This is an optimization exercise on Yosys and OpenROAD, whose aim is small area, not a production implementation.
RTL that was checked went through simulation tests only; none was proved equivalent to the original.
No functional check of the RTL was part of runs 2 to 8.
Power is estimated from default activity; no workload was simulated.

--- flow/config.mk ---
export PLATFORM = sky130hd
export DESIGN_NAME = firFilter
export DESIGN_NICKNAME = firFilter
export VERILOG_FILES = /design/flow/design.v
export SDC_FILE = /design/flow/constraint.sdc
export NUM_CORES = 4
export LEC_CHECK = 0
export CAP_MARGIN = 20
export CORE_MARGIN = 2
export CORE_UTILIZATION = 40
export SLEW_MARGIN = 20
export SYNTH_HIERARCHICAL = 1
export SYNTH_MINIMUM_KEEP_SIZE = 0
--- flow/constraint.sdc ---
create_clock -name core_clock -period 4.0 [get_ports {clk}]
set_input_delay 0.8000 -clock core_clock [delete_from_list [all_inputs] [get_ports {clk}]]
set_output_delay 0.8000 -clock core_clock [all_outputs]
set_load 0.01 [all_outputs]
--- flow/design.v ---
module FA (
  input a,
  input b,
  input ci,
  output s,
  output co
);
  assign s = a ^ b ^ ci;
  assign co = (a & b) | (a & ci) | (b & ci);
endmodule
module HA (
  input a,
  input b,
  output s,
  output co
);
  assign s = a ^ b;
  assign co = a & b;
endmodule
module firFilter(dataOut1,r_out,dataIn1,rIn1, clk, rst, enable);
input clk,rst,enable;
output [16-1:0]dataOut1;
output r_out;
input [16-1:0]dataIn1;
input rIn1;
localparam L = 8;
reg mR;                      
reg [2:0] n;                 
reg [15:0] x, a2, a1, o;     
reg [13:0] d;                
reg c2, c1, co;              
always @(posedge clk) begin
  if (rst) begin
    mR <= 1'b0;
    n  <= 3'd0;
  end else if (enable) begin
    mR <= rIn1;
    n  <= !mR ? 3'd0 : n[2] ? 3'd4 : n + 3'd1;
  end
end
wire [15:0] s3;              
wire [15:0] k3;              
wire [15:0] a2n;
wire [15:0] a2c;             
genvar i;
generate
  for (i = 2; i <= 14; i = i + 1) begin : csa
    FA u (.a(d[i-2]), .b(x[i-1]), .ci(x[i]), .s(s3[i]), .co(k3[i+1]));
  end
endgenerate
assign s3[15] = d[13] ^ x[14] ^ x[15];
assign a2n[0] = x[0];
HA a2h1 (.a(x[1]), .b(x[0]), .s(a2n[1]), .co(a2c[1]));
HA a2h2 (.a(s3[2]), .b(a2c[1]), .s(a2n[2]), .co(a2c[2]));
generate
  for (i = 3; i < L; i = i + 1) begin : a2lo
    FA u (.a(s3[i]), .b(k3[i]), .ci(a2c[i-1]), .s(a2n[i]), .co(a2c[i]));
  end
endgenerate
HA a2hL (.a(s3[L]), .b(k3[L]), .s(a2n[L]), .co(a2c[L]));
generate
  for (i = L + 1; i <= 14; i = i + 1) begin : a2hi
    FA u (.a(s3[i]), .b(k3[i]), .ci(a2c[i-1]), .s(a2n[i]), .co(a2c[i]));
  end
endgenerate
assign a2n[15] = s3[15] ^ k3[15] ^ a2c[14];
wire [15:0] a1n;
wire [15:0] a1c;
assign a1n[0] = a2[0];
HA a1h1 (.a(a2[1]), .b(x[0]), .s(a1n[1]), .co(a1c[1]));
generate
  for (i = 2; i < L; i = i + 1) begin : a1lo
    FA u (.a(a2[i]), .b(x[i-1]), .ci(a1c[i-1]), .s(a1n[i]), .co(a1c[i]));
  end
endgenerate
FA a1fL (.a(a2[L]), .b(x[L-1]), .ci(c2), .s(a1n[L]), .co(a1c[L]));
generate
  for (i = L + 1; i <= 14; i = i + 1) begin : a1hi
    FA u (.a(a2[i]), .b(x[i-1]), .ci(a1c[i-1]), .s(a1n[i]), .co(a1c[i]));
  end
endgenerate
assign a1n[15] = a2[15] ^ x[14] ^ a1c[14];
wire [15:0] on;
wire [15:0] oc;
HA oh0 (.a(a1[0]), .b(x[0]), .s(on[0]), .co(oc[0]));
generate
  for (i = 1; i < L; i = i + 1) begin : olo
    FA u (.a(a1[i]), .b(x[i]), .ci(oc[i-1]), .s(on[i]), .co(oc[i]));
  end
endgenerate
FA ofL (.a(a1[L]), .b(x[L]), .ci(c1), .s(on[L]), .co(oc[L]));
generate
  for (i = L + 1; i <= 14; i = i + 1) begin : ohi
    FA u (.a(a1[i]), .b(x[i]), .ci(oc[i-1]), .s(on[i]), .co(oc[i]));
  end
endgenerate
assign on[15] = a1[15] ^ x[15] ^ oc[14];
always @(posedge clk) begin
  if (enable) begin
    x  <= dataIn1;
    d  <= x[13:0];
    a2 <= a2n;
    c2 <= a2c[L-1];
    a1 <= a1n;
    c1 <= a1c[L-1];
    o  <= on;
    co <= oc[L-1];
  end
end
wire [15:0] inc;             
assign inc[L] = co;
generate
  for (i = L; i <= 14; i = i + 1) begin : oinc
    HA u (.a(o[i]), .b(inc[i]), .s(dataOut1[i]), .co(inc[i+1]));
  end
endgenerate
assign dataOut1[15] = o[15] ^ inc[15];
assign dataOut1[L-1:0] = o[L-1:0];
assign r_out = n[2];
endmodule
--- flow/flow/run.sh ---
#!/bin/bash
# The standard layout, with two changes: the smallest buffer (buf_1) on
# every input and output port, and no dummy loads in the clock tree.
set -euo pipefail
export BUFFER_PORTS_ARGS="-buffer_cell sky130_fd_sc_hd__buf_1"
export CTS_ARGS="-sink_clustering_enable -repair_clock_nets -dont_use_dummy_load"
bash standard.sh finish > standard_finish.log 2>&1
--- flow/standard.sh ---
#!/bin/bash
# synth_recipe.tcl (not shown) runs the flow's synth.tcl, then flattens the netlist and writes it again
# the make line also repeats each setting of config.mk as NAME=value (left out here)
make -C /OpenROAD-flow-scripts/flow DESIGN_CONFIG=/design/flow/config.mk WORK_HOME=/design/flow/orfs CLKGATE_MAP_FILE= SYNTH_SCRIPT=/design/flow/synth_recipe.tcl "${@:-finish}"
==> metrics.md, run 1 <==
| Metric | Value |
|---|---|
| Mapped Cells | `175` |
| Startpoint Class | `flop` |
| Via-to-Cell Ratio | `4.30` |
| Die W | `103 um` |
| Worst-path clk slew | `0.07 ns` |
| Clock sinks | `84` |
| Maximum VDD drop | `0.179 mV` |
| Cell row count | `35` |
| Fmax | `roughly 260 MHz` |
| Final core occ | `0.464` |
| Unique masters post-synth | `16` |
| Setup crit end kind | `flop` |
| Core ar. | `9330 um2` |
| Antenna Cells | `0` |
| CP required | `4.09 ns` |
| Area occupied by multi-input gates | `1350 um2` |
| GRT Util Overall | `0.110` |
| Syn-to-layout area delta | `11.4%` |
| Seq. cell area | `approximately 2500 um2` |
| RSZ-0062 raised after global routing | `yes` |
| Drt initial violations | `95` |
| Initial antenna violation count | `0` |
| Fillers | `822` |
| Largest net degree at the start of global routing | `66` |
| Status | `complete, no violations` |
| Clock latency on the worst-skew pair | `0.35 ns` |
| Placer congestion estimate | `between 0.6 and 0.7` |
| Yosys top cell by area | `edfxtp_1` |
| Number of port buffers | `36` |
| Routed via count | `1505` |
| CTS Root Cell | `clkbuf_8` |
| Final setup fails | `0` |
| Total CTS buffers | `9` |
| CTS tree | `built` |
| R2r setup slk | `0.13 ns` |
| Starting Density | `0.416` |
| Tcrit/Tclk final | `0.968` |
| Setup crit start | `x[7]` |
| Synth warn | `7` |
| Worst-Margin Slew | `0.850 ns` |
| Max_slew headroom | `0.434` |
| Worst min path class | `reg2reg` |
| Vias in the first global route | `1648` |
| Final nets | `307` |
| Avg WL per Cell | `13.7 um` |
| Placed cells | `340` |
| Worst setup endpoint | `a2[15]` |
| Reg-to-reg endpoint | `a2[15]` |
| Pins Over Slew Limit | `0` |
| Total wire length | `roughly 4.8 mm` |
| Crit Path Category | `reg2reg` |
| Synthesized cell area | `3880 um2` |
| Die area | `10500 um2` |
| DRC viols | `0` |
| Final Critical Period | `3.87 ns` |
| First-pass GRT wire length | `8.27 mm` |
| DRT antenna net count | `0` |
| Fin cells | `350` |
| Max-cap violations | `0` |
| I/O pin count | `37` |
| Layout cells sized above 1 | `0.104` |
| Die span in y | `103 um` |
| Htree depth | `3` |
| Crit path DAT | `3.97 ns` |
| Drt first pass iters | `3` |
| Fin. Hold Viols | `0` |
| Pleak | `1.51 nW` |
| Skew final | `0.0197 ns` |
| Top area cells in the synthesized netlist | `edfxtp_1 62%, fa_1 26%, ha_1 4.2%` |
| Worst r2r src | `x[7]` |
| Sequential share of the synthesized area | `0.639` |
| Clock Tree Buf Depth | `2` |
| Pwr per Cell Area | `539 nW/um2` |
| Hpwl dp | `3.49 mm` |
| R2R cell count | `10` |
| Yosys top cell area share | `0.619` |
| Register bit total from synthesis | `84` |
| Syn nets | `259` |
| Largest fanout on the critical path | `4` |
| Syn Area/Cell | `22.2 um2` |
| GR Overflow Total | `0` |
## metrics by stage
| stage | hold WS, ns | cell area, um2 | TNS, ns | worst slack [ns] | total power, mW |
|---|---|---|---|---|---|
| 2_1_floorplan | 0.447 | 3880 | 0 | 0.0327 | 1.77 |
| 3_3_place_gp | 0.469 | 4180 | 0 | 0.0295 | 1.88 |
| 3_5_place_dp | 0.481 | 4180 | -0.0370 | -0.0370 | 1.92 |
| 4_1_cts | 0.491 | 4310 | 0 | 0.0158 | 2.38 |
| 5_1_grt | 0.504 | 4320 | -0.0114 | -0.0114 | 2.55 |
| 6_report | 0.488 | 4320 | 0 | 0.127 | 2.33 |
## modules after synthesis (local to each module, per instance)
module / times used / cells inside
FA: 51 / 1
HA: 12 / 1
firFilter: 1 / 112
## worst max-delay path, cell delays in order, from the launching register on
cell,delay [ns]
edfxtp_1,0.45
fa_1,0.48
ha_1,0.22
fa_1,0.38
fa_2,0.35
fa_1,0.39
fa_2,0.35
fa_2,0.34
fa_1,0.38
xor2_1,0.16
xnor2_1,0.12
## where the power goes
part | leakage (nW) | switching [mW] | internal (mW)
clock | 0.0647 | 0.252 | 0.201
combinational | 0.631 | 0.264 | 0.249
sequential | 0.815 | 0.102 | 1.26
total | 1.51 | 0.617 | 1.71
## registers in the layout (all words and copies together), names as in the netlist, 3 cells and up
signal and count:
a1 16, a2 16, d 13, n 3, o 16, x 16
## cells by family after synthesis
| family | count (synthesis) | share of synthesized area |
|---|---|---|
| AOI/OAI and AO/OA | 3 | 0.00387 |
| xor gates and xnor gates | 8 | 0.0216 |
| adders and majority gates | 64 | 0.305 |
| buffers and inverters | 8 | 0.0155 |
| DFF | 84 | 0.639 |
| muxes | 1 | 0.00258 |
| and+or+nand+nor | 7 | 0.0122 |
## worst min path at each step
stage	startpoint	end	slack, ns	depth (start not counted)
CTS	n[1]	n[1]	0.49	2
floorplan	n[1]	n[1]	0.45	2
global placement	n[1]	n[1]	0.47	2
detailed placement	n[1]	n[1]	0.48	2
global route	n[1]	n[1]	0.50	2
finish	n[1]	n[1]	0.49	2
## final cells by class
class                           instances  share of cell area
Multi-Input combinational cell         83               0.312
Sequential cell                        84               0.574
Clock buffer                            9              0.0286
Timing Repair Buffer                   45              0.0477
Tap cell                              129              0.0373
## synthesized netlist by cell type
cell       number
xor2_1          2
xnor2_1         5
nor2b_1         1
nor3_1          1
xnor3_1         1
fa_1           51
dfxtp_1         4
edfxtp_1       80
nand4b_1        1
mux2i_1         1
a21oi_1         3
nor2_1          1
nand4bb_1       1
ha_1           13
buf_4           8
nand2b_1        2
## cell usage in the layout, fill, tap and decap left out
cell / instances
a21oi_1: 3
buf_1: 35
buf_4: 9
clkbuf_4: 1
clkbuf_8: 9
dfxtp_1: 4
edfxtp_1: 80
fa_1: 47
fa_2: 4
ha_1: 13
mux2i_1: 1
nand2b_1: 2
nand4b_1: 1
nand4bb_1: 1
nor2_1: 1
nor2b_1: 1
nor3_1: 1
xnor2_1: 5
xnor3_1: 1
xor2_1: 2
## per-layer routing
layer	vias to the layer above	GRT usage	wire length (um)
met5	-	0	0
met3	9	0.0359	217
met1	748	0.164	2390
met2	33	0.145	2080
met4	0	0.0585	109
li1	715	-	-
## timing repair
item	4_1_cts	5_1_grt
hold buffers	0	0
buffers inserted	0	1
setup endpoints to repair	1	3
resized for setup	1	3
endpoints found under the hold margin	0	0
==> run 2, diff against run 1 <==
--- a/flow/design.v
+++ b/flow/design.v
@@ -24,18 +24,19 @@
 input [16-1:0]dataIn1;
 input rIn1;
 localparam L = 8;
-reg mR;                      
-reg [2:0] n;                 
+reg mR, rR, a2R, a1R, oR;
 reg [15:0] x, a2, a1, o;     
 reg [13:0] d;                
 reg c2, c1, co;              
 always @(posedge clk) begin
   if (rst) begin
-    mR <= 1'b0;
-    n  <= 3'd0;
+    mR <= 1'b0; rR <= 1'b0; a2R <= 1'b0; a1R <= 1'b0; oR <= 1'b0;
   end else if (enable) begin
-    mR <= rIn1;
-    n  <= !mR ? 3'd0 : n[2] ? 3'd4 : n + 3'd1;
+    mR  <= rIn1;
+    rR  <= mR;
+    a2R <= rR & mR;
+    a1R <= a2R & mR;
+    oR  <= a1R & mR;
   end
 end
 wire [15:0] s3;              
@@ -116,5 +117,5 @@
 endgenerate
 assign dataOut1[15] = o[15] ^ inc[15];
 assign dataOut1[L-1:0] = o[L-1:0];
-assign r_out = n[2];
+assign r_out = oR;
 endmodule
==> run 2 against run 1 <==
Critical path depth stayed put. Sequential power about the same. Area after synthesis increased by 0.42%. First-iteration DRC count is 71% lower. Largest power group unchanged. Routed wire length down 5.0%. Clock-buffer cell count did not move.
==> metrics.md, run 2 <==
| Metric | Value |
|---|---|
| Final core occ | `0.452` |
| Post-synthesis async set-or-reset flop share | `0` |
| GRT Util Overall | `0.103` |
| Clock sinks | `85` |
| CP required | `4.10 ns` |
| Worst-path clk slew | `about 0.07 ns` |
| DRT antenna net count | `0` |
| Worst-Margin Slew | `0.525 ns` |
| Htree depth | `3` |
| Die area | `10600 um2` |
| I/O pin count | `37` |
| Total wire length | `4.55 mm` |
| Top_reg_cell synth | `edfxtp_1` |
| CTS tree | `built` |
| Hold Crit Start | `oR` |
| Top area cells in the synthesized netlist | `edfxtp_1 62%, fa_1 26%, ha_1 3.9%` |
| Clock network power share | `0.195` |
| Synth warn | `7` |
| Commonest non-fill, non-tap cell in the layout | `edfxtp_1` |
| EDFF count, synth | `80` |
| Drt first pass iters | `4` |
| Via-to-Cell Ratio | `4.35` |
| Sequential Power Share | `0.589` |
| Reg-to-reg endpoint | `a2[15]` |
| Register bit total from synthesis | `85` |
| Crit Path Category | `reg2reg` |
| Skew final | `0.0166 ns` |
| Comb pwr share | `0.216` |
| GR Overflow Total | `0` |
| Pins Over Slew Limit | `0` |
| Layout cells sized above 1 | `0.109` |
| DRC viols | `0` |
| Max_slew headroom | `0.650` |
| Maximum VDD drop | `0.179 mV` |
| Number of port buffers | `36` |
| Fin. Hold Viols | `0` |
| Clock latency on the worst-skew pair | `around 0.35 ns` |
| Final nets | `306` |
| First-pass GRT wire length | `around 8 mm` |
| Yosys top cell by area | `edfxtp_1` |
| Fmax | `258 MHz` |
| Hold EP | `oR` |
| Hpwl dp | `3.27 mm` |
| Tcrit/Tclk final | `0.968` |
| Worst r2r src | `x[7]` |
| Routed via count | `about 1500` |
| RSZ-0062 raised after global routing | `yes` |
| Synth cell count leaders | `80 x edfxtp_1, 51 x fa_1, 12 x ha_1, 8 x buf_4` |
| Int Pwr | `~1.7 mW` |
| Avg WL per Cell | `around 13 um` |
| Pleak | `1.50 nW` |
| Syn nets | `261` |
| R2r setup slk | `about 0.13 ns` |
| Syn-to-layout area delta | `11.2%` |
| Synthesized cell area | `3900 um2` |
| Syn Area/Cell | `21.9 um2` |
| Mapped Cells | `between 150 and 200` |
| Unique masters post-synth | `14` |
| Placer congestion estimate | `0.716` |
| CTS Root Cell | `clkbuf_8` |
| Sw Share | `0.266` |
| Setup crit end kind | `flop` |
| Pwr per Cell Area | `541 nW/um2` |
| Most common cell in the netlist | `edfxtp_1` |
| Crit path DAT | `3.97 ns` |
| Die W | `103 um` |
| Hold Worst Slack | `0.478 ns` |
| Largest net degree at the start of global routing | `42` |
| Yosys top cell area share | `0.616` |
| Initial antenna violation count | `0` |
| Vias in the first global route | `~1700` |
| Clock Tree Buf Depth | `2` |
| Worst min path class | `reg2reg` |
| Status | `complete, no violations` |
| Hold path depth | `2` |
| Final setup fails | `0` |
| Startpoint Class | `flop` |
| Largest fanout on the critical path | `3` |
| Cell row count | `36` |
| Max-cap violations | `0` |
| Starting Density | `0.406` |
| Final Critical Period | `3.87 ns` |
| Sequential share of the synthesized area | `0.642` |
| Die span in y | `103 um` |
| Most frequent cells in the layout | `80 x edfxtp_1, 44 x fa_1, 35 x buf_1, 12 x ha_1, 9 x clkbuf_8` |
| Total CTS buffers | `9` |
| Drt initial violations | `28` |
| Core ar. | `9590 um2` |
| Antenna Cells | `0` |
| R2R cell count | `10` |
| Net Switching | `approximately 630 uW` |
run 2: cell types whose count changed after synthesis, sizes merged:
cell / previous run / this run
buf: 8 / 9
dfxtp: 4 / 5
ha: 13 / 12
mux2i: 1 / 2
nand2b: 2 / 3
nand3: 0 / 3
nand4b: 1 / 0
nand4bb: 1 / 0
nor2: 1 / 2
nor2b: 1 / 0
nor3: 1 / 0
run 2: per-stage QoR:
stage / setup slack, ns / total power [mW] / setup TNS (ns) / instance area (um2) / std cells
2_1_floorplan: 0.0327 / 1.78 / 0 / 3900 / 178
3_3_place_gp: 0.0264 / 1.90 / 0 / 4180 / 344
3_5_place_dp: -0.0186 / 1.92 / -0.0186 / 4180 / 344
4_1_cts: 0.0312 / 2.39 / 0 / 4320 / 354
5_1_grt: -0.00905 / 2.55 / -0.00905 / 4340 / 354
6_report: 0.126 / 2.35 / 0 / 4340 / 354
run 2: area by class of cell:
class	instances	area, um2
repair buffers	43	195
fillers	827	5260
well taps	133	166
flip-flops and latches	85	2500
multi-input cells	84	1350
clock buffers	9	124
run 2: layer usage:
| metal | global-route usage | wire (um) | share of wire |
|---|---|---|---|
| met2 | 0.136 | 1870 | 0.41 |
| met4 | 0.0646 | 126 | 0.028 |
| met5 | 0 | 0 | 0 |
| met1 | 0.148 | 2310 | 0.51 |
| met3 | 0.0332 | 245 | 0.054 |
run 2: power groups by stage:
| stage | clock, mW | sequential, mW | combinational (mW) |
|---|---|---|---|
| 4_1_cts | 0.481 | 1.39 | 0.516 |
| 3_3_place_gp | 0 | 1.40 | 0.500 |
| 5_1_grt | 0.512 | 1.42 | 0.628 |
| 2_1_floorplan | 0 | 1.39 | 0.392 |
| 3_5_place_dp | 0 | 1.41 | 0.511 |
| 6_report | 0.457 | 1.38 | 0.507 |
run 2: repair_timing:
action | CTS | global route
cloned | 0 | 0
buffers inserted | 1 | 0
hold buffers | 0 | 0
setup endpoints to repair | 1 | 3
resized for setup | 1 | 7
pin swaps | 0 | 1
run 2: worst max-delay path, stage by stage (launching register included):
cell and delay (ns):
edfxtp_1 0.45, fa_1 0.48, ha_1 0.22, fa_2 0.34, fa_1 0.39, fa_2 0.36, fa_2 0.34, fa_1 0.38
fa_1 0.38, xor2_1 0.16, xnor2_1 0.12
run 2: cell families (layout without fill, tap and decap cells):
family	after synthesis	count (layout)	share of synthesized area
buffers and inverters	9	52	0.0167
and+or+nand+nor	8	8	0.0106
muxes	2	2	0.00513
AOI/OAI and AO/OA	3	3	0.00385
DFF	85	85	0.642
xor gates and xnor gates	8	8	0.0215
adders and majority gates	63	63	0.300
run 2: Yosys stat by module (local to each module, per instance):
module	cells inside	times used	flip-flops and latches
firFilter	115	1	85
FA	1	51	0
HA	1	12	0
run 2: worst max path at each step:
stage | cells past startpoint | slack (ns) | from | endpoint
after floorplan | 10 | 0.03 | x[7] | a2[15]
after global placement | 10 | 0.03 | x[7] | a2[15]
after detailed placement | 10 | -0.02 | x[8] | a2[15]
after CTS | 10 | 0.03 | x[7] | a2[15]
after global routing | 10 | -0.009 | x[7] | a2[15]
final | 10 | 0.13 | x[7] | a2[15]
==> run 3, diff against run 2 <==
==> flow/flow/run.sh (replaced) <==
#!/bin/bash
# The standard layout, with two changes: the smallest buffer (buf_1) on
# every input and output port, and no dummy loads in the clock tree.
set -euo pipefail
export BUFFER_PORTS_ARGS="-buffer_cell sky130_fd_sc_hd__buf_1"
export CTS_ARGS="-sink_clustering_enable -repair_clock_nets -dont_use_dummy_load -sink_clustering_size 30 -sink_clustering_max_diameter 80"
bash standard.sh finish > standard_finish.log 2>&1
==> run 3 against run 2 <==
Combinational power about the same. Global-route usage unchanged. Synthesized cell count unchanged. Core utilization unchanged. Hold slack unchanged. Setup slack unchanged. Sequential share of layout area unchanged. Maximum frequency unchanged. Routed wire length unchanged. Area after synthesis unchanged. Register-to-register slack about the same. Largest power group unchanged. Highest routed layer unchanged.
==> metrics.md, run 3 <==
| Metric | Value |
|---|---|
| Pleak | `1.50 nW` |
| Layout cells sized above 1 | `0.109` |
| Clock sinks | `85` |
| Fmax | `258 MHz` |
| Pwr per Cell Area | `541 nW/um2` |
| Setup crit end kind | `flop` |
| Crit path DAT | `3.97 ns` |
| Worst min path class | `reg2reg` |
| Worst-path clk slew | `0.07 ns` |
| First-pass GRT wire length | `slightly below 8 mm` |
| Post-synthesis async set-or-reset flop share | `0` |
| Initial antenna violation count | `0` |
| DP Area | `4180 um2` |
| CP required | `around 4.1 ns` |
| Hold path depth | `2` |
| M1 wire length | `2.31 mm` |
| Number of port buffers | `36` |
| Maximum VDD drop | `0.179 mV` |
| Final core occ | `0.452` |
| Worst-Margin Slew | `0.525 ns` |
| PnR worst setup slack | `0.126 ns` |
| Top area cells in the synthesized netlist | `edfxtp_1 62%, fa_1 26%, ha_1 3.9%` |
| Antenna Cells | `0` |
| Crit path buffers/inverters | `0` |
| Top_reg_cell synth | `edfxtp_1` |
| Final setup fails | `0` |
| Starting Density | `0.406` |
| Status | `complete, no violations` |
| Register bit total from synthesis | `85` |
| Synthesized cell area | `3900 um2` |
| Total wire length | `4.55 mm` |
| Setup TNS | `0 ns` |
| Fin. Hold Viols | `0` |
| Worst slack, placed | `-0.0186 ns` |
| Routed via count | `1540` |
| Commonest non-fill, non-tap cell in the layout | `edfxtp_1` |
| Final nets | `306` |
| Unique masters post-synth | `14` |
| Via-to-Cell Ratio | `4.35` |
| Drt initial violations | `28` |
| Max-cap violations | `0` |
| Tcrit/Tclk final | `0.968` |
| Drt first pass iters | `4` |
| R2R cell count | `10` |
| Largest fanout on the critical path | `3` |
| Die W | `103 um` |
| Die area | `10600 um2` |
| Largest net degree at the start of global routing | `42` |
| CTS Hold Bufs | `0` |
| GRT Util Overall | `0.103` |
| Synth cell count leaders | `80 x edfxtp_1, 51 x fa_1, 12 x ha_1, 8 x buf_4` |
| Skew final | `between 0.015 and 0.02 ns` |
| Final Instance Area | `4340 um2` |
| Fillers | `827` |
| Met3 WL post-DR | `245 um` |
| CP max-delay cell | `fa_1` |
| CP delay by family, top | `adder cells` |
| Yosys top cell area share | `0.616` |
| CTS Root Cell | `clkbuf_8` |
| Placed cells | `344` |
| Clock latency on the worst-skew pair | `0.35 ns` |
| CTS tree | `built` |
| Die span in y | `103 um` |
| EDFF count, synth | `80` |
| Syn nets | `261` |
| Startpoint Class | `flop` |
| Syn Area/Cell | `around 22 um2` |
| Pins Over Slew Limit | `0` |
| Final Critical Period | `approximately 3.9 ns` |
| Slowest cell delay on critical path | `0.48 ns` |
| Max_slew headroom | `0.650` |
| Cell count along the critical path | `10` |
| Top sig layer | `met4` |
| Avg WL per Cell | `12.9 um` |
| DRC viols | `0` |
| Most common cell in the netlist | `edfxtp_1` |
| GR Overflow Total | `0` |
| Critical path's most frequent cell | `fa_1` |
| Placer congestion estimate | `0.716` |
| Met2 wire length | `1.87 mm` |
| DRT antenna net count | `0` |
| I/O pin count | `37` |
| Syn-to-layout area delta | `11.2%` |
| Clock Tree Buf Depth | `2` |
| Vias in the first global route | `about 1700` |
| Total CTS buffers | `9` |
| Crit Path Category | `reg2reg` |
| Most frequent cells in the layout | `80 x edfxtp_1, 44 x fa_1, 35 x buf_1, 12 x ha_1, 9 x clkbuf_8` |
| Sequential share of the synthesized area | `0.642` |
| Mapped Cells | `178` |
| Hpwl dp | `approximately 3.3 mm` |
| Fin cells | `around 350` |
| Yosys top cell by area | `edfxtp_1` |
| Htree depth | `3` |
| RSZ-0062 raised after global routing | `yes` |
| Cell row count | `36` |
| Worst-path cell chain | `fa_1, ha_1, fa_2, fa_1, fa_2, fa_2, fa_1, fa_1, xor2_1, xnor2_1` |
| Core ar. | `around 9600 um2` |
| Synth warn | `7` |
-- run 3: final timing paths --
kind	from	to	slack, ns
setup / recovery	x[7]	a2[15]	0.13
hold / removal	oR	oR	0.48
setup reg to reg	x[7]	a2[15]	0.13
hold reg to reg	oR	oR	0.48
-- run 3: worst register-to-register path, delay by kind of cell (launching register included) --
family | cells | cell delay [ns]
DFF | 1 | 0.45
xor gates and xnor gates | 2 | 0.28
adders and majority gates | 8 | 2.89
-- run 3: metal layers --
metal / track usage / up-vias
met5: 0 / -
met4: 0.0646 / 0
met3: 0.0332 / 12
met2: 0.136 / 34
met1: 0.148 / 780
li1: - / 714
-- run 3: area by class of cell --
type                       count  area [um2]  area share
clock buffer                   9         124      0.0286
multi-input combinational     84        1350       0.311
sequential                    85        2500       0.577
tap                          133         166      0.0384
timing repair buffer          43         195      0.0450
-- run 3: cells by family (layout without fill, tap and decap cells) --
| logic type | Yosys count | count (layout) | synth area share |
|---|---|---|---|
| buffers and inverters | 9 | 52 | 0.0167 |
| AOI/OAI and AO/OA | 3 | 3 | 0.00385 |
| muxes | 2 | 2 | 0.00513 |
| DFF | 85 | 85 | 0.642 |
| adders and majority gates | 63 | 63 | 0.300 |
| and+or+nand+nor | 8 | 8 | 0.0106 |
| xor gates and xnor gates | 8 | 8 | 0.0215 |
-- run 3: what timing repair did --
item / 4_1_cts / 5_1_grt
gates resized for setup: 1 / 7
endpoints found under the hold margin: 0 / 0
pin swaps: 0 / 1
setup endpoints to repair: 1 / 3
buffers inserted: 1 / 0
-- run 3: where the power goes --
| group | switching [mW] | internal [mW] |
|---|---|---|
| clock | 0.256 | 0.201 |
| combinational | 0.260 | 0.247 |
| sequential | 0.109 | 1.27 |
-- run 3: through the flow --
step / hold WS [ns] / power [mW]
floorplan: 0.440 / 1.78
global placement: 0.457 / 1.90
detailed placement: 0.472 / 1.92
CTS: 0.485 / 2.39
global route: 0.502 / 2.55
finish: 0.478 / 2.35
-- run 3: per-module statistics from Yosys, one instance, submodules excluded --
| module | flops+latches | cells |
|---|---|---|
| FA | 0 | 1 |
| HA | 0 | 1 |
| firFilter | 85 | 115 |
==> run 4, diff against run 3 <==
==> flow/flow/run.sh (replaced) <==
#!/bin/bash
# The standard layout, with two changes: the smallest buffer (buf_1) on
# every input and output port, and no dummy loads in the clock tree.
set -euo pipefail
export BUFFER_PORTS_ARGS="-buffer_cell sky130_fd_sc_hd__buf_1"
export CTS_ARGS="-sink_clustering_enable -repair_clock_nets -dont_use_dummy_load -sink_clustering_size 45 -sink_clustering_max_diameter 200 -buf_list sky130_fd_sc_hd__clkbuf_16"
bash standard.sh finish > standard_finish.log 2>&1
==> run 4 against run 3 <==
Still clean. Cell count is the same. Power grew 9.4%. Register-to-register slack gained 0.04 ns. Hold slack lost 0.0022 ns. Clock skew is 0.0062 ns lower. Routed wire length is 0.35% higher. Critical endpoint unchanged. Highest routed layer unchanged.
==> metrics.md, run 4 <==
| Metric | Value |
|---|---|
| Max-cap violations | `0` |
| Worst-Margin Slew | `~0.52 ns` |
| Slowest cell delay on critical path | `0.47 ns` |
| Cell row count | `36` |
| Net Switching | `between 600 and 700 uW` |
| Hpwl dp | `3.27 mm` |
| Crit path buffers/inverters | `0` |
| Clock Tree Buf Depth | `2` |
| Largest fanout on the critical path | `4` |
| Top_reg_cell synth | `edfxtp_1` |
| Worst-path clk slew | `0.05 ns` |
| Via-to-Cell Ratio | `4.36` |
| CP required | `4.07 ns` |
| Hold Crit Start | `oR` |
| Drt first pass iters | `4` |
| Setup crit start | `x[8]` |
| Mapped Cells | `approximately 180` |
| Clock network power share | `0.263` |
| CTS tree | `built` |
| Vias in the first global route | `1674` |
| R2r setup slk | `0.17 ns` |
| Htree depth | `3` |
| I/O pin count | `37` |
| Fmax | `261 MHz` |
| Antenna Cells | `0` |
| Synth warn | `7` |
| Fin cells | `354` |
| Pleak | `1.55 nW` |
| Placed cells | `344` |
| First-pass GRT wire length | `between 7 and 8 mm` |
| Skew final | `0.0104 ns` |
| Final nets | `306` |
| Yosys top cell by area | `edfxtp_1` |
| Status | `complete, no violations` |
| GRT Util Overall | `0.105` |
| Most common cell in the netlist | `edfxtp_1` |
| Pwr per Cell Area | `between 500 and 600 nW/um2` |
| Reg-to-reg endpoint | `a2[15]` |
| Total CTS buffers | `9` |
| EDFF count, synth | `80` |
| Yosys top cell area share | `0.616` |
| GR Overflow Total | `0` |
| Int Pwr | `1.92 mW` |
| Die span in y | `103 um` |
| Syn-to-layout area delta | `14.0%` |
| Pins Over Slew Limit | `0` |
| Die W | `~100 um` |
| Placer congestion estimate | `0.716` |
| Synthesized cell area | `3900 um2` |
| Tcrit/Tclk final | `0.958` |
| Die area | `10600 um2` |
| Setup crit end kind | `flop` |
| Max_slew headroom | `0.651` |
| Fillers | `819` |
| Crit path DAT | `between 3 and 4 ns` |
| Top area cells in the synthesized netlist | `edfxtp_1 62%, fa_1 26%, ha_1 3.9%` |
| Most frequent cells in the layout | `80 x edfxtp_1, 43 x fa_1, 35 x buf_1, 12 x ha_1, 9 x clkbuf_16` |
| Synth cell count leaders | `80 x edfxtp_1, 51 x fa_1, 12 x ha_1, 8 x buf_4` |
| Register bit total from synthesis | `85` |
| Power Total | `2.57 mW` |
| Largest net degree at the start of global routing | `42` |
| Maximum VDD drop | `0.196 mV` |
| Clock sinks | `85` |
| Sw Share | `0.253` |
| Cell count along the critical path | `10` |
| Startpoint Class | `flop` |
| Setup TNS | `0 ns` |
| Worst r2r src | `x[8]` |
| Layout cells sized above 1 | `0.113` |
| Sequential share of the synthesized area | `0.642` |
| Crit Path Category | `reg2reg` |
| CTS Hold Bufs | `0` |
| Number of port buffers | `36` |
| Syn nets | `261` |
| Drt initial violations | `30` |
| Critical path's most frequent cell | `fa_2` |
| Worst setup endpoint | `a2[15]` |
| Final core occ | `0.463` |
| Unique masters post-synth | `14` |
| DRC viols | `0` |
| DRT antenna net count | `0` |
| Syn Area/Cell | `21.9 um2` |
| Worst min path class | `reg2reg` |
| Total wire length | `4.57 mm` |
| Core ar. | `~9600 um2` |
| Avg WL per Cell | `12.9 um` |
| CTS Root Cell | `clkbuf_16` |
| Initial antenna violation count | `0` |
| R2R cell count | `10` |
| CP max-delay cell | `edfxtp_1` |
| Sequential Power Share | `0.540` |
| Fin. Hold Viols | `0` |
| Comb pwr share | `0.197` |
| CP delay by family, top | `adder cells` |
| Post-synthesis async set-or-reset flop share | `0` |
| Clock latency on the worst-skew pair | `0.33 ns` |
| Routed via count | `1543` |
| Final setup fails | `0` |
| Commonest non-fill, non-tap cell in the layout | `edfxtp_1` |
| RSZ-0062 raised after global routing | `no` |
| Final Critical Period | `3.83 ns` |
| Worst-path cell chain | `fa_1, ha_1, fa_2, fa_2, fa_2, fa_2, fa_1, fa_1, xor2_1, xnor2_1` |
| Starting Density | `0.406` |
-- run 4: cell counts after synthesis --
No cell type changed its count.
-- run 4: timing repair --
| item | in CTS | in global routing |
|---|---|---|
| gates resized for setup | 1 | 9 |
| pin swaps | 0 | 1 |
| setup endpoints to repair | 1 | 3 |
| setup buffers | 1 | 0 |
-- run 4: worst min path at each step --
| stage | to | slack [ns] | cells past startpoint |
|---|---|---|---|
| after floorplan | a1R | 0.44 | 2 |
| after global placement | oR | 0.46 | 2 |
| after detailed placement | oR | 0.47 | 2 |
| after CTS | a1R | 0.48 | 2 |
| after global routing | oR | 0.50 | 2 |
| final | oR | 0.48 | 2 |
-- run 4: kinds of logic after synthesis --
| family | after synthesis | share of synthesized area |
|---|---|---|
| xor gates and xnor gates | 8 | 0.0215 |
| and+or+nand+nor | 8 | 0.0106 |
| DFF | 85 | 0.642 |
| AOI/OAI and AO/OA | 3 | 0.00385 |
| adders and majority gates | 63 | 0.300 |
| buffers and inverters | 9 | 0.0167 |
| muxes | 2 | 0.00513 |
-- run 4: layout make-up --
type	instances	area, um2	area share
Sequential cell	85	2500	0.563
Tap cell	133	166	0.0374
Timing Repair Buffer	43	199	0.0448
Clock buffer	9	225	0.0507
Multi-Input combinational cell	84	1350	0.304
-- run 4: metal layers --
layer	GRT usage	up-vias	routed length, um
met5	0	-	0
met4	0.0738	0	124
met3	0.0271	10	202
met2	0.140	33	1920
met1	0.149	779	2320
li1	-	721	-
-- run 4: power groups by stage --
| stage | Clock (mW) | Combinational, mW | Sequential [mW] |
|---|---|---|---|
| floorplan | 0 | 0.392 | 1.39 |
| global placement | 0 | 0.500 | 1.40 |
| detailed placement | 0 | 0.511 | 1.41 |
| CTS | 0.697 | 0.516 | 1.39 |
| global route | 0.733 | 0.630 | 1.42 |
| finish | 0.675 | 0.507 | 1.39 |
-- run 4: metrics by stage --
| step | worst slack, ns | hold slack (ns) | area (um2) |
|---|---|---|---|
| final | 0.170 | 0.476 | 4440 |
| after global routing | 0.0260 | 0.499 | 4440 |
| after CTS | 0.0336 | 0.482 | 4420 |
| after detailed placement | -0.0186 | 0.472 | 4180 |
| after global placement | 0.0264 | 0.457 | 4180 |
| after floorplan | 0.0327 | 0.440 | 3900 |
-- run 4: Yosys stat by module (local to each module, per instance) --
| module | times used | flops+latches | cells |
|---|---|---|---|
| firFilter | 1 | 85 | 115 |
| HA | 12 | 0 | 1 |
| FA | 51 | 0 | 1 |
-- run 4: worst reg2reg max path: cells and delay by family (launching register included) --
kind / cells / cell delay [ns]
adders and majority gates: 8 / 2.83
DFF: 1 / 0.47
xor gates and xnor gates: 2 / 0.28
==> run 5, diff against run 4 <==
==> flow/run.sh (new file) <==
#!/bin/bash
# synth_recipe.tcl (not shown) runs the flow's synth.tcl, then flattens the netlist and writes it again
# the make line also repeats each setting of config.mk as NAME=value (left out here)
make -C /OpenROAD-flow-scripts/flow DESIGN_CONFIG=/design/flow/config.mk WORK_HOME=/design/flow/orfs CLKGATE_MAP_FILE= SYNTH_SCRIPT=/design/flow/synth_recipe.tcl finish
removed: flow/flow/run.sh
removed: flow/standard.sh
==> run 5 against run 4 <==
Power grew 5.4%. Sequential power about the same. First-iteration DRC count increased by 120%. Non-clock buffer count shrank 2. Synthesized cell count unchanged. Critical endpoint is now o[15]. Largest cell class unchanged. Highest routed layer unchanged.
==> metrics.md, run 5 <==
| Metric | Value |
|---|---|
| Worst-path clk slew | `0.08 ns` |
| Clock latency on the worst-skew pair | `0.35 ns` |
| Pleak | `roughly 1.6 nW` |
| Startpoint Class | `flop` |
| RSZ-0062 raised after global routing | `no` |
| EDFF count, synth | `80` |
| R2R cell count | `10` |
| Final setup fails | `0` |
| Die area | `10600 um2` |
| Pwr per Cell Area | `581 nW/um2` |
| Hpwl dp | `3.05 mm` |
| Htree depth | `3` |
| Die W | `103 um` |
| Max-cap violations | `0` |
| Yosys top cell area share | `0.616` |
| CTS tree | `built` |
| Comb pwr share | `0.227` |
| Synthesized cell area | `a little under 4000 um2` |
| Synth warn | `7` |
| Hold Worst Slack | `0.480 ns` |
| Sequential share of the synthesized area | `0.642` |
| CTS Hold Bufs | `0` |
| Worst min path class | `reg2reg` |
| Net Switching | `665 uW` |
| Starting Density | `0.406` |
| CTS Root Cell | `clkbuf_8` |
| Yosys top cell by area | `edfxtp_1` |
| Max_slew headroom | `0.302` |
| Initial antenna violation count | `0` |
| Hold path depth | `2` |
| Clock sinks | `85` |
| I/O pin count | `37` |
| Total wire length | `4.50 mm` |
| Core ar. | `~9600 um2` |
| Clock network power share | `0.262` |
| Crit Path Category | `reg2reg` |
| Cell row count | `36` |
| Placed cells | `~340` |
| Syn-to-layout area delta | `19.5%` |
| Pins Over Slew Limit | `0` |
| Reg-to-reg endpoint | `o[15]` |
| Post-synthesis async set-or-reset flop share | `0` |
| Die span in y | `between 100 and 150 um` |
| First-pass GRT wire length | `7.71 mm` |
| Register bit total from synthesis | `85` |
| Hold Crit Start | `oR` |
| Sw Share | `0.246` |
| Number of port buffers | `36` |
| Drt initial violations | `65` |
| Via-to-Cell Ratio | `4.25` |
| Synth cell count leaders | `80 x edfxtp_1, 51 x fa_1, 12 x ha_1, 8 x buf_4` |
| DRC viols | `0` |
| Drt first pass iters | `4` |
| DRT antenna net count | `0` |
| Status | `complete, no violations` |
| Mapped Cells | `178` |
| Fin cells | `around 360` |
| Top area cells in the synthesized netlist | `edfxtp_1 62%, fa_1 26%, ha_1 3.9%` |
| R2r setup slk | `0.13 ns` |
| Fin. Hold Viols | `0` |
| GR Overflow Total | `0` |
| Worst r2r src | `x[8]` |
| Worst-Margin Slew | `1.05 ns` |
| Antenna Cells | `0` |
| Sequential Power Share | `0.511` |
| Layout cells sized above 1 | `0.124` |
| Clock Tree Buf Depth | `2` |
| Final Critical Period | `approximately 3.9 ns` |
| Avg WL per Cell | `12.6 um` |
| Most common cell in the netlist | `edfxtp_1` |
| Hold EP | `oR` |
| Crit path DAT | `3.98 ns` |
| Int Pwr | `just over 2 mW` |
| Maximum VDD drop | `0.189 mV` |
| Skew final | `0.0146 ns` |
| Placer congestion estimate | `about 0.71` |
| Setup crit end kind | `flop` |
| CP required | `4.10 ns` |
| Power Total | `~2.7 mW` |
| Largest net degree at the start of global routing | `89` |
| Vias in the first global route | `between 1500 and 2000` |
| Largest fanout on the critical path | `4` |
| Total CTS buffers | `9` |
| Commonest non-fill, non-tap cell in the layout | `edfxtp_1` |
| GRT Util Overall | `0.101` |
| Syn nets | `261` |
| Tcrit/Tclk final | `0.968` |
| Fmax | `258 MHz` |
| Top_reg_cell synth | `edfxtp_1` |
| Unique masters post-synth | `14` |
| Final nets | `304` |
| Most frequent cells in the layout | `80 x edfxtp_1, 44 x fa_1, 35 x clkdlybuf4s50_1, 12 x ha_1, 9 x clkbuf_8` |
| Routed via count | `1521` |
| Syn Area/Cell | `21.9 um2` |
## run 5: changes by cell type in the layout (fill, tap and decap cells not counted), sizes merged
cell,previous run,this run
clkinv,0,2
buf,42,6
bufinv,0,3
clkdlybuf4s50,0,35
inv,0,1
clkbuf,10,9
## run 5: worst max-delay path by stage
stage                        end  startpoint  cells after the start  slack [ns]
final                      o[15]        x[8]                     10        0.13
after global routing      a1[15]        x[7]                     10        0.02
after CTS                  o[15]        x[8]                     10       0.005
after detailed placement  a2[15]        x[7]                     10      -0.006
after global placement    a2[15]        x[7]                     10        0.03
after floorplan           a2[15]        x[7]                     10        0.03
## run 5: through the flow
stage                      util  area (um2)  setup WS [ns]  setup TNS [ns]
after floorplan               -        3900         0.0327               0
after global placement    0.457        4390         0.0271               0
after detailed placement  0.457        4390       -0.00635        -0.00635
after CTS                 0.482        4630        0.00524               0
after global routing      0.486        4660         0.0230               0
final                     0.486        4660          0.128               0
## run 5: worst max-delay path, cell delays in order, from the launching register on
cell	delay, ns
edfxtp_1	0.45
buf_4	0.19
fa_1	0.43
fa_1	0.40
fa_1	0.39
fa_1	0.38
fa_1	0.41
fa_2	0.36
fa_2	0.36
xnor2_2	0.14
xnor2_1	0.12
## run 5: cell families (layout without fill, tap and decap cells)
logic type | Yosys count | after routing | synth area share
buffers and inverters | 9 | 56 | 0.0167
flip-flops | 85 | 85 | 0.642
multiplexers | 2 | 2 | 0.00513
AND/OR/NAND/NOR | 8 | 8 | 0.0106
XOR/XNOR | 8 | 8 | 0.0215
adder cells (fa/ha/maj) | 63 | 63 | 0.300
AO/OA/AOI/OAI | 3 | 3 | 0.00385
## run 5: routing by layer
layer  global-route usage  vias up  routed length (um)
met5                    0        -                   0
met4               0.0492        0                  90
met3               0.0366        8                 242
met2                0.125       37                1860
met1                0.156      760                2300
li1                     -      716                   -
## run 5: repair_timing
item,CTS,global route
hold endpoints to repair,0,0
pin swaps,0,1
gates cloned,0,0
resized for setup,1,8
setup buffers,0,1
setup endpoints to repair,1,3
## run 5: power by group through the flow
stage,Sequential [mW],Combinational (mW),Clock [mW]
floorplan,1.39,0.392,0
global placement,1.40,0.606,0
detailed placement,1.41,0.609,0
CTS,1.39,0.617,0.730
global route,1.41,0.732,0.773
finish,1.38,0.614,0.709
## run 5: layout make-up
class,instances,area (um2)
clock inverter,6,111
tap,133,166
clock buffer,9,124
multi-input combinational,84,1360
fill,812,4930
timing repair buffer,41,399
sequential,85,2500
## run 5: modules after synthesis, one instance, submodules excluded
module	copies in the design	flops+latches	cells	area, um2
firFilter	1	85	115	2730
FA	51	0	1	20.0
HA	12	0	1	12.5
==> run 6, diff against run 5 <==
--- a/flow/design.v
+++ b/flow/design.v
@@ -24,24 +24,25 @@
 input [16-1:0]dataIn1;
 input rIn1;
 localparam L = 8;
-reg mR, rR, a2R, a1R, oR;
-reg [15:0] x, a2, a1, o;     
+reg mR;                      
+reg [2:0] n;                 
+reg [15:0] x, a1, o;         
+reg [15:2] a2;               
+wire [1:0] a2l = {d[1] ^ d[0], d[0]};
 reg [13:0] d;                
 reg c2, c1, co;              
 always @(posedge clk) begin
   if (rst) begin
-    mR <= 1'b0; rR <= 1'b0; a2R <= 1'b0; a1R <= 1'b0; oR <= 1'b0;
+    mR <= 1'b0;
+    n  <= 3'd0;
   end else if (enable) begin
-    mR  <= rIn1;
-    rR  <= mR;
-    a2R <= rR & mR;
-    a1R <= a2R & mR;
-    oR  <= a1R & mR;
+    mR <= rIn1;
+    n  <= !mR ? 3'd0 : n[2] ? 3'd4 : n + 3'd1;
   end
 end
 wire [15:0] s3;              
 wire [15:0] k3;              
-wire [15:0] a2n;
+wire [15:2] a2n;
 wire [15:0] a2c;             
 genvar i;
 generate
@@ -50,8 +51,7 @@
   end
 endgenerate
 assign s3[15] = d[13] ^ x[14] ^ x[15];
-assign a2n[0] = x[0];
-HA a2h1 (.a(x[1]), .b(x[0]), .s(a2n[1]), .co(a2c[1]));
+assign a2c[1] = x[1] & x[0];
 HA a2h2 (.a(s3[2]), .b(a2c[1]), .s(a2n[2]), .co(a2c[2]));
 generate
   for (i = 3; i < L; i = i + 1) begin : a2lo
@@ -67,8 +67,8 @@
 assign a2n[15] = s3[15] ^ k3[15] ^ a2c[14];
 wire [15:0] a1n;
 wire [15:0] a1c;
-assign a1n[0] = a2[0];
-HA a1h1 (.a(a2[1]), .b(x[0]), .s(a1n[1]), .co(a1c[1]));
+assign a1n[0] = a2l[0];
+HA a1h1 (.a(a2l[1]), .b(x[0]), .s(a1n[1]), .co(a1c[1]));
 generate
   for (i = 2; i < L; i = i + 1) begin : a1lo
     FA u (.a(a2[i]), .b(x[i-1]), .ci(a1c[i-1]), .s(a1n[i]), .co(a1c[i]));
@@ -117,5 +117,5 @@
 endgenerate
 assign dataOut1[15] = o[15] ^ inc[15];
 assign dataOut1[L-1:0] = o[L-1:0];
-assign r_out = oR;
+assign r_out = n[2];
 endmodule
==> flow/flow/run.sh (new file) <==
#!/bin/bash
# The standard layout, with two changes: the smallest buffer (buf_1) on
# every input and output port, and no dummy loads in the clock tree.
set -euo pipefail
export BUFFER_PORTS_ARGS="-buffer_cell sky130_fd_sc_hd__buf_1"
export CTS_ARGS="-sink_clustering_enable -repair_clock_nets -dont_use_dummy_load"
bash standard.sh finish > standard_finish.log 2>&1
==> flow/standard.sh (new file) <==
#!/bin/bash
# synth_recipe.tcl (not shown) runs the flow's synth.tcl, then flattens the netlist and writes it again
# the make line also repeats each setting of config.mk as NAME=value (left out here)
make -C /OpenROAD-flow-scripts/flow DESIGN_CONFIG=/design/flow/config.mk WORK_HOME=/design/flow/orfs CLKGATE_MAP_FILE= SYNTH_SCRIPT=/design/flow/synth_recipe.tcl "${@:-finish}"
--- a/flow/config.mk
+++ b/flow/config.mk
@@ -7,7 +7,8 @@
 export LEC_CHECK = 0
 export CAP_MARGIN = 20
 export CORE_MARGIN = 2
-export CORE_UTILIZATION = 40
+export CORE_UTILIZATION = 70
+export PLACE_DENSITY = 0.85
 export SLEW_MARGIN = 20
 export SYNTH_HIERARCHICAL = 1
 export SYNTH_MINIMUM_KEEP_SIZE = 0
removed: flow/run.sh
==> run 6 against run 5 <==
Critical path type unchanged. Via count rose by 3.0%. Largest cell class unchanged. Sequential power barely moved. Still clean. Sequential cell count decreased by 2.
==> metrics.md, run 6 <==
| Metric | Value |
|---|---|
| Synth cell count leaders | `79 x edfxtp_1, 51 x fa_1, 12 x ha_1, 8 x buf_4, 5 x xnor2_1` |
| Crit Path Category | `reg2reg` |
| Die span in y | `78.2 um` |
| Skew final | `0.0179 ns` |
| CP required | `4.11 ns` |
| Setup crit start | `x[8]` |
| DP Area | `4060 um2` |
| Worst slack, placed | `-0.0873 ns` |
| RSZ-0062 raised after global routing | `no` |
| GR Overflow Total | `0` |
| Unique masters post-synth | `17` |
| Pins Over Slew Limit | `0` |
| Pleak | `approximately 1.5 nW` |
| Status | `complete, no violations` |
| Startpoint Class | `flop` |
| Worst-path cell chain | `buf_4, fa_1, ha_1, fa_1, fa_2, fa_2, fa_2, fa_2, fa_2, xor2_2, xnor2_1` |
| EDFF count, synth | `79` |
| Most common cell in the netlist | `edfxtp_1` |
| Placer congestion estimate | `0.764` |
| Final core occ | `0.783` |
| Avg WL per Cell | `about 18 um` |
| Worst-Margin Slew | `1.01 ns` |
| Syn nets | `258` |
| Final setup fails | `0` |
| Fillers | `298` |
| Post-synthesis async set-or-reset flop share | `0` |
| Max-cap violations | `0` |
| DRT antenna net count | `0` |
| Sequential share of the synthesized area | `0.636` |
| Clock latency on the worst-skew pair | `roughly 0.35 ns` |
| Syn Area/Cell | `roughly 22 um2` |
| Hold Worst Slack | `~0.50 ns` |
| Antenna Cells | `0` |
| Biggest regs | `a1 (16), o (16), x (16)` |
| Crit path DAT | `3.99 ns` |
| Final Instance Area | `4230 um2` |
| Worst r2r src | `x[8]` |
| Power Total | `2.36 mW` |
| CTS tree | `built` |
| Largest fanout on the critical path | `3` |
| Worst-path clk slew | `0.08 ns` |
| CP delay by family, top | `adder cells` |
| Clock Tree Buf Depth | `2` |
| Routed via count | `roughly 1600` |
| Register bit total from synthesis | `83` |
| Synthesized cell area | `3850 um2` |
| Setup TNS | `0 ns` |
| PnR worst setup slack | `0.119 ns` |
| Fmax | `258 MHz` |
| Max_slew headroom | `0.328` |
| Most frequent cells in the layout | `79 x edfxtp_1, 43 x fa_1, 35 x buf_1, 12 x ha_1, 9 x clkbuf_8` |
| Hpwl dp | `3.75 mm` |
| Hold Crit Start | `n[0]` |
| First-pass GRT wire length | `around 8.4 mm` |
| Via-to-Cell Ratio | `5.38` |
| Worst min path class | `reg2reg` |
| Starting Density | `0.713` |
| Placed cells | `280` |
| Top_reg_cell synth | `edfxtp_1` |
| Total CTS buffers | `9` |
| Number of port buffers | `36` |
| CP max-delay cell | `fa_1` |
| Core ar. | `5410 um2` |
| Drt initial violations | `88` |
| Synth warn | `7` |
| I/O pin count | `37` |
| Tcrit/Tclk final | `0.970` |
| Cell row count | `27` |
| Critical path's most frequent cell | `fa_2` |
| Slowest cell delay on critical path | `about 0.44 ns` |
| Yosys top cell area share | `0.615` |
| Layout cells sized above 1 | `0.119` |
| Die area | `6120 um2` |
| Maximum VDD drop | `0.336 mV` |
| Fin. Hold Viols | `0` |
| Vias in the first global route | `~1800` |
| Clock sinks | `83` |
| Pwr per Cell Area | `557 nW/um2` |
| Final Critical Period | `just under 4 ns` |
| Mapped Cells | `around 180` |
| Final nets | `304` |
| Setup crit end kind | `flop` |
| Drt first pass iters | `4` |
| DRC viols | `0` |
| Htree depth | `3` |
| Syn-to-layout area delta | `9.77%` |
| GRT Util Overall | `0.197` |
| Top area cells in the synthesized netlist | `edfxtp_1 62%, fa_1 26%, ha_1 3.9%` |
| Commonest non-fill, non-tap cell in the layout | `edfxtp_1` |
| Total wire length | `between 5 and 6 mm` |
| Initial antenna violation count | `0` |
| Die W | `approximately 80 um` |
| CTS Root Cell | `clkbuf_8` |
| Largest net degree at the start of global routing | `slightly below 90` |
| Crit path buffers/inverters | `1` |
| Fin cells | `291` |
| Yosys top cell by area | `edfxtp_1` |
## run 6: final cells by class
type	instances	area, um2	share of cell area
Sequential cell	83	2450	0.580
Timing Repair Buffer	43	195	0.0461
Tap cell	72	90.1	0.0213
Clock buffer	9	124	0.0293
Multi-Input combinational cell	84	1370	0.324
## run 6: per-layer routing
| metal | vias to the layer above | GRT usage | wire length [um] |
|---|---|---|---|
| li1 | 707 | - | - |
| met4 | 0 | 0.0947 | 94 |
| met1 | 804 | 0.272 | 2210 |
| met5 | - | 0 | 0 |
| met3 | 11 | 0.0483 | 210 |
| met2 | 45 | 0.303 | 2590 |
## run 6: where the power goes
| part | leakage [nW] | internal (mW) | switching, mW |
|---|---|---|---|
| clock | 0.0647 | 0.201 | 0.247 |
| sequential | 0.806 | 1.25 | 0.109 |
| combinational | 0.620 | 0.263 | 0.281 |
## run 6: per-module statistics from Yosys (local to each module, per instance)
module	area, um2	flip-flops and latches
FA	20.0	0
HA	12.5	0
firFilter	2700	83
## run 6: cells by family (layout without fill, tap and decap cells)
group / Yosys count / count (layout) / synth area share
and+or+nand+nor: 8 / 8 / 0.0140
adders and majority gates: 63 / 63 / 0.304
xor gates and xnor gates: 9 / 9 / 0.0240
muxes: 1 / 1 / 0.00260
DFF: 83 / 83 / 0.636
buffers and inverters: 8 / 52 / 0.0156
AOI/OAI and AO/OA: 3 / 3 / 0.00389
## run 6: final timing paths
check	to	cells past startpoint	slack, ns
worst min register to register	n[0]	2	0.50
worst max-delay path	a2[15]	11	0.12
worst min-delay path	n[0]	2	0.50
worst max register to register	a2[15]	11	0.12
## run 6: worst min-delay path, stage by stage, from the launching register on
cell	delay, ns
dfxtp_1	0.32
nand2b_1	0.07
a21oi_1	0.06
## run 6: what timing repair did
item / in CTS / in global routing
endpoints found under the setup margin: 3 / 3
buffers inserted: 1 / 1
hold buffers: 0 / 0
pin swaps: 1 / 3
resized for setup: 3 / 7
==> run 7, diff against run 6 <==
--- a/flow/config.mk
+++ b/flow/config.mk
@@ -7,8 +7,7 @@
 export LEC_CHECK = 0
 export CAP_MARGIN = 20
 export CORE_MARGIN = 2
-export CORE_UTILIZATION = 70
-export PLACE_DENSITY = 0.85
+export CORE_UTILIZATION = 40
 export SLEW_MARGIN = 20
 export SYNTH_HIERARCHICAL = 1
 export SYNTH_MINIMUM_KEEP_SIZE = 0
==> run 7 against run 6 <==
Largest cell class unchanged. Sequential share of layout area shrank 0.76 points. Largest power group unchanged. Maximum frequency up 0.98%. Clock-buffer cell count did not move. Via count is 4.7% lower. Hold slack improved by 0.0043 ns. Die area up 71%. Critical endpoint unchanged. Power shrank 1.5%. Still clean on timing, DRC and antenna. Non-clock buffer count decreased by 2. Critical path depth down 1.
==> metrics.md, run 7 <==
| Metric | Value |
|---|---|
| Status | `complete, no violations` |
| Met2 wire length | `1.90 mm` |
| DRC viols | `0` |
| Crit Path Category | `reg2reg` |
| Worst-path clk slew | `roughly 0.060 ns` |
| Top sig layer | `met4` |
| Final Instance Area | `4290 um2` |
| CTS tree | `built` |
| Post-synthesis async set-or-reset flop share | `0` |
| Fin cells | `346` |
| Synth cell count leaders | `79 x edfxtp_1, 51 x fa_1, 12 x ha_1, 8 x buf_4, 5 x xnor2_1` |
| CP delay by family, top | `adder cells` |
| Yosys top cell by area | `edfxtp_1` |
| Met3 WL post-DR | `219 um` |
| Synthesized cell area | `3850 um2` |
| Total wire length | `4.45 mm` |
| Initial antenna violation count | `0` |
| Cell row count | `35` |
| GRT Util Overall | `0.0984` |
| Setup crit end kind | `flop` |
| Pins Over Slew Limit | `0` |
| First-pass GRT wire length | `7.42 mm` |
| DP Area | `4130 um2` |
| Syn Area/Cell | `22.0 um2` |
| Worst-Margin Slew | `between 1 and 1.5 ns` |
| Die W | `102 um` |
| Worst min path class | `reg2reg` |
| Antenna Cells | `0` |
| Synth warn | `7` |
| Biggest regs | `a1 (16), o (16), x (16)` |
| Die span in y | `a little over 100 um` |
| Syn nets | `~260` |
| Final setup fails | `0` |
| Slowest cell delay on critical path | `0.49 ns` |
| Yosys top cell area share | `0.615` |
| Htree depth | `3` |
| Commonest non-fill, non-tap cell in the layout | `edfxtp_1` |
| Syn-to-layout area delta | `11.2%` |
| M1 wire length | `2.25 mm` |
| Crit path buffers/inverters | `0` |
| Final Critical Period | `just under 4 ns` |
| EDFF count, synth | `79` |
| Starting Density | `0.415` |
| Tcrit/Tclk final | `0.961` |
| Vias in the first global route | `1527` |
| Maximum VDD drop | `0.159 mV` |
| GR Overflow Total | `0` |
| Fillers | `821` |
| I/O pin count | `37` |
| Register bit total from synthesis | `83` |
| Clock Tree Buf Depth | `2` |
| Avg WL per Cell | `12.9 um` |
| Drt first pass iters | `3` |
| Mapped Cells | `175` |
| Largest net degree at the start of global routing | `87` |
| Largest fanout on the critical path | `3` |
| Total CTS buffers | `9` |
| Max_slew headroom | `0.298` |
| Top area cells in the synthesized netlist | `edfxtp_1 62%, fa_1 26%, ha_1 3.9%` |
| Pwr per Cell Area | `between 500 and 600 nW/um2` |
| CTS Root Cell | `clkbuf_8` |
| Layout cells sized above 1 | `0.111` |
| Pleak | `around 1.5 nW` |
| Setup TNS | `0 ns` |
| Most frequent cells in the layout | `79 x edfxtp_1, 43 x fa_1, 35 x buf_1, 12 x ha_1, 9 x clkbuf_8` |
| Fin. Hold Viols | `0` |
| Worst-path cell chain | `fa_1, ha_1, fa_2, fa_2, fa_1, fa_2, fa_2, fa_1, xor2_1, xnor2_1` |
| Worst slack, placed | `-0.0331 ns` |
| CP max-delay cell | `fa_1` |
| Number of port buffers | `36` |
| Clock sinks | `83` |
| Final core occ | `0.462` |
| Fmax | `260 MHz` |
| Die area | `10400 um2` |
| CP required | `4.08 ns` |
| Most common cell in the netlist | `edfxtp_1` |
| Final nets | `302` |
| CTS Hold Bufs | `0` |
| Max-cap violations | `0` |
| Drt initial violations | `55` |
| Hpwl dp | `3.12 mm` |
| Placer congestion estimate | `0.691` |
| Sequential share of the synthesized area | `0.636` |
| DRT antenna net count | `0` |
| PnR worst setup slack | `0.157 ns` |
| Clock latency on the worst-skew pair | `around 0.35 ns` |
| Top_reg_cell synth | `edfxtp_1` |
| Startpoint Class | `flop` |
| Crit path DAT | `3.93 ns` |
| Skew final | `0.0268 ns` |
| RSZ-0062 raised after global routing | `no` |
| Via-to-Cell Ratio | `4.32` |
| Unique masters post-synth | `17` |
| Core ar. | `roughly 9300 um2` |
| Placed cells | `336` |
| Critical path's most frequent cell | `fa_2` |
| Routed via count | `1493` |
## run 7: changes by cell type in the layout (fill, tap and decap cells not counted)
cell,change
buf_4,-2
xor2_2,-1
xnor2_1,-1
xnor2_2,+1
xor2_1,+1
## run 7: final cells by class
cell class,count,area [um2],share of cell area
Clock buffer,9,124,0.0289
Multi-Input combinational cell,84,1370,0.320
Sequential cell,83,2450,0.572
Tap cell,129,161,0.0376
Timing Repair Buffer,41,180,0.0420
## run 7: metal layers
layer  track usage  up-vias
met5             0        -
met4        0.0523        0
met1         0.144      746
met3        0.0349        8
met2         0.130       36
li1              -      703
## run 7: worst paths after layout
kind | slack [ns] | cells past startpoint | from | to
min | 0.50 | 2 | n[1] | n[1]
max reg2reg | 0.16 | 10 | x[7] | a2[15]
max | 0.16 | 10 | x[7] | a2[15]
min reg2reg | 0.50 | 2 | n[1] | n[1]
## run 7: power breakdown
part	switching [mW]	internal, mW
Clock	0.250	0.201
Sequential	0.108	1.25
Combinational	0.257	0.251
Total	0.615	1.71
## run 7: metrics by stage
stage / power [mW] / hold WS (ns)
global placement: 1.88 / 0.468
detailed placement: 1.89 / 0.496
CTS: 2.35 / 0.507
floorplan: 1.76 / 0.447
global route: 2.52 / 0.512
finish: 2.32 / 0.503
## run 7: cells by family (layout without fill, tap and decap cells)
| group | after synthesis | after routing | synth area share |
|---|---|---|---|
| flip-flops | 83 | 83 | 0.636 |
| XOR/XNOR | 9 | 9 | 0.0240 |
| buffers and inverters | 8 | 50 | 0.0156 |
| AND/OR/NAND/NOR | 8 | 8 | 0.0140 |
| AO/OA/AOI/OAI | 3 | 3 | 0.00389 |
| adder cells (fa/ha/maj) | 63 | 63 | 0.304 |
| multiplexers | 1 | 1 | 0.00260 |
## run 7: per-module statistics from Yosys (local to each module, per instance)
module,cell area [um2],cells inside,copies in the design
HA,12.5,1,11
firFilter,2700,113,1
FA,20.0,1,51
## run 7: timing repair
action / CTS / global route
pin swaps: 1 / 1
resized for setup: 2 / 8
endpoints found under the hold margin: 0 / 0
setup buffers: 0 / 1
endpoints found under the setup margin: 1 / 3
## run 7: worst register-to-register path: cells and delay by family (launching register included)
kind                     cells  cell delay, ns
adder cells (fa/ha/maj)      8            2.85
flip-flops                   1            0.47
XOR/XNOR                     2            0.28
==> run 8, diff against run 7 <==
--- a/flow/config.mk
+++ b/flow/config.mk
@@ -8,6 +8,7 @@
 export CAP_MARGIN = 20
 export CORE_MARGIN = 2
 export CORE_UTILIZATION = 40
+export GPL_TIMING_DRIVEN = 0
 export SLEW_MARGIN = 20
 export SYNTH_HIERARCHICAL = 1
 export SYNTH_MINIMUM_KEEP_SIZE = 0
==> run 8 against run 7 <==
Via count is 3.5% higher. Non-clock buffer count is 9 higher. Clock power is 0.9% higher. First-iteration DRC count is 33% higher. Maximum frequency is 0.89% lower. Combinational power is 7.9% higher. Die area stayed put. Setup slack worse by 0.035 ns. Largest power group unchanged. Largest cell class unchanged. Power is 1.9% higher. Sequential power hardly changed. Critical path depth stayed put. Critical path type unchanged. Clock-buffer cell count stayed put.
==> metrics.md, run 8 <==
| Metric | Value |
|---|---|
| Status | `complete, no violations` |
| Total wire length | `approximately 4.5 mm` |
| Most common cell in the netlist | `edfxtp_1` |
| CTS Root Cell | `clkbuf_8` |
| Fmax | `258 MHz` |
| Syn-to-layout area delta | `13.4%` |
| Clock sinks | `83` |
| Sequential share of the synthesized area | `0.636` |
| Clock latency on the worst-skew pair | `0.35 ns` |
| Routed via count | `1546` |
| Register bit total from synthesis | `a little over 80` |
| Top sig layer | `met4` |
| GR Overflow Total | `0` |
| CP required | `4.10 ns` |
| PnR worst setup slack | `~0.12 ns` |
| Drt first pass iters | `4` |
| Worst min path class | `reg2reg` |
| Pins Over Slew Limit | `0` |
| Maximum VDD drop | `about 0.14 mV` |
| Fillers | `approximately 840` |
| Largest fanout on the critical path | `4` |
| Htree depth | `3` |
| Clock Tree Buf Depth | `2` |
| Worst-path clk slew | `0.08 ns` |
| Tcrit/Tclk final | `0.970` |
| Max_slew headroom | `0.559` |
| Die area | `10400 um2` |
| M1 wire length | `2.30 mm` |
| Crit path DAT | `3.98 ns` |
| Final setup fails | `0` |
| Pwr per Cell Area | `between 500 and 600 nW/um2` |
| Startpoint Class | `flop` |
| Top area cells in the synthesized netlist | `edfxtp_1 62%, fa_1 26%, ha_1 3.9%` |
| CTS tree | `built` |
| Commonest non-fill, non-tap cell in the layout | `edfxtp_1` |
| I/O pin count | `37` |
| Unique masters post-synth | `17` |
| Cell row count | `35` |
| Top_reg_cell synth | `edfxtp_1` |
| Drt initial violations | `73` |
| Final Critical Period | `~3.9 ns` |
| Avg WL per Cell | `12.8 um` |
| Fin. Hold Viols | `0` |
| Final core occ | `0.471` |
| Largest net degree at the start of global routing | `35` |
| Met2 wire length | `about 1.9 mm` |
| Via-to-Cell Ratio | `roughly 4.4` |
| DRT antenna net count | `0` |
| Core ar. | `9280 um2` |
| Synthesized cell area | `3850 um2` |
| CTS Hold Bufs | `0` |
| Vias in the first global route | `between 1500 and 2000` |
| Worst-path cell chain | `buf_4, fa_1, fa_2, fa_1, fa_2, fa_1, fa_1, fa_1, xnor2_1, xnor2_1` |
| Slowest cell delay on critical path | `0.47 ns` |
| Placed cells | `between 300 and 400` |
| Synth warn | `7` |
| Antenna Cells | `0` |
| Max-cap violations | `0` |
| Yosys top cell by area | `edfxtp_1` |
| Pleak | `roughly 1.5 nW` |
| Skew final | `0.0253 ns` |
| Post-synthesis async set-or-reset flop share | `0` |
| Total CTS buffers | `9` |
| Synth cell count leaders | `79 x edfxtp_1, 51 x fa_1, 12 x ha_1, 8 x buf_4, 5 x xnor2_1` |
| Worst slack, placed | `-0.187 ns` |
| Met3 WL post-DR | `243 um` |
| Number of port buffers | `36` |
| Die W | `102 um` |
| Fin cells | `355` |
| Seq. cell area | `2450 um2` |
| Syn nets | `258` |
| First-pass GRT wire length | `7.68 mm` |
| Starting Density | `0.415` |
| Placer congestion estimate | `0.684` |
| Initial antenna violation count | `0` |
| Syn Area/Cell | `22.0 um2` |
| Setup crit end kind | `flop` |
| DRC viols | `0` |
| Hpwl dp | `3.25 mm` |
| GRT Util Overall | `0.101` |
| Final nets | `about 310` |
| Crit Path Category | `reg2reg` |
| Biggest regs | `a1 (16), o (16), x (16)` |
| Layout cells sized above 1 | `0.137` |
| Die span in y | `between 100 and 150 um` |
| RSZ-0062 raised after global routing | `no` |
| Mapped Cells | `175` |
| Most frequent cells in the layout | `79 x edfxtp_1, 44 x fa_1, 35 x buf_1, 12 x ha_1, 12 x buf_4` |
| Critical path's most frequent cell | `fa_1` |
| EDFF count, synth | `79` |
| CP max-delay cell | `edfxtp_1` |
| Area occupied by multi-input gates | `1360 um2` |
| Worst-Margin Slew | `0.661 ns` |
| Yosys top cell area share | `0.615` |
[run 8: cell type report]
cell class / count / share of cell area
plain buffers: 8 / 0.0137
well taps: 129 / 0.0369
multi-input cells: 84 / 0.311
repair buffers: 42 / 0.0489
flip-flops and latches: 83 / 0.561
clock buffers: 9 / 0.0283
[run 8: what timing repair did]
item / in CTS / in global routing
pin swaps: 0 / 1
resized for setup: 2 / 5
setup buffers: 3 / 1
endpoints found under the setup margin: 1 / 3
[run 8: cell families (layout without fill, tap and decap cells)]
| kind of cell | after synthesis | after routing | synth area share |
|---|---|---|---|
| fa+ha+maj | 63 | 63 | 0.304 |
| mux | 1 | 1 | 0.00260 |
| compound gates | 3 | 3 | 0.00389 |
| xor+xnor | 9 | 9 | 0.0240 |
| simple gates | 8 | 8 | 0.0140 |
| buf+inv | 8 | 59 | 0.0156 |
| flops | 83 | 83 | 0.636 |
[run 8: per-module statistics from Yosys, one instance, submodules excluded]
module,cells,flops+latches
FA,1,0
HA,1,0
firFilter,113,83
[run 8: where the power goes]
part | switching [mW] | internal (mW) | leakage (nW) | total, mW
Clock | 0.254 | 0.202 | 0.0647 | 0.455
Combinational | 0.267 | 0.281 | 0.664 | 0.548
Sequential | 0.109 | 1.25 | 0.806 | 1.36
Total | 0.630 | 1.73 | 1.53 | 2.36
[run 8: stage by stage]
step / area, um2 / hold slack, ns / total power [mW] / setup TNS, ns
floorplan: 3850 / 0.447 / 1.76 / 0
global placement: 4150 / 0.471 / 1.91 / -36.87
detailed placement: 4200 / 0.477 / 1.94 / -0.187
CTS: 4350 / 0.488 / 2.40 / 0
global route: 4370 / 0.515 / 2.55 / 0
finish: 4370 / 0.481 / 2.36 / 0
[run 8: worst paths after layout]
check	from	end	slack, ns	cells after the start
worst max register to register	x[8]	o[15]	0.12	10
worst max-delay path	x[8]	o[15]	0.12	10
worst min register to register	n[1]	n[1]	0.48	2
worst min-delay path	n[1]	n[1]	0.48	2
[run 8: metal layers]
| layer | GRT usage | up-vias |
|---|---|---|
| met5 | 0 | - |
| li1 | - | 724 |
| met4 | 0.0554 | 0 |
| met1 | 0.152 | 778 |
| met2 | 0.129 | 38 |
| met3 | 0.0356 | 6 |
[run 8: critical path: cells and delay by family, from the launching register on]
family	cells	cell delay, ns
DFF	1	0.47
buffers and inverters	1	0.20
adders and majority gates	7	2.70
xor gates and xnor gates	2	0.28
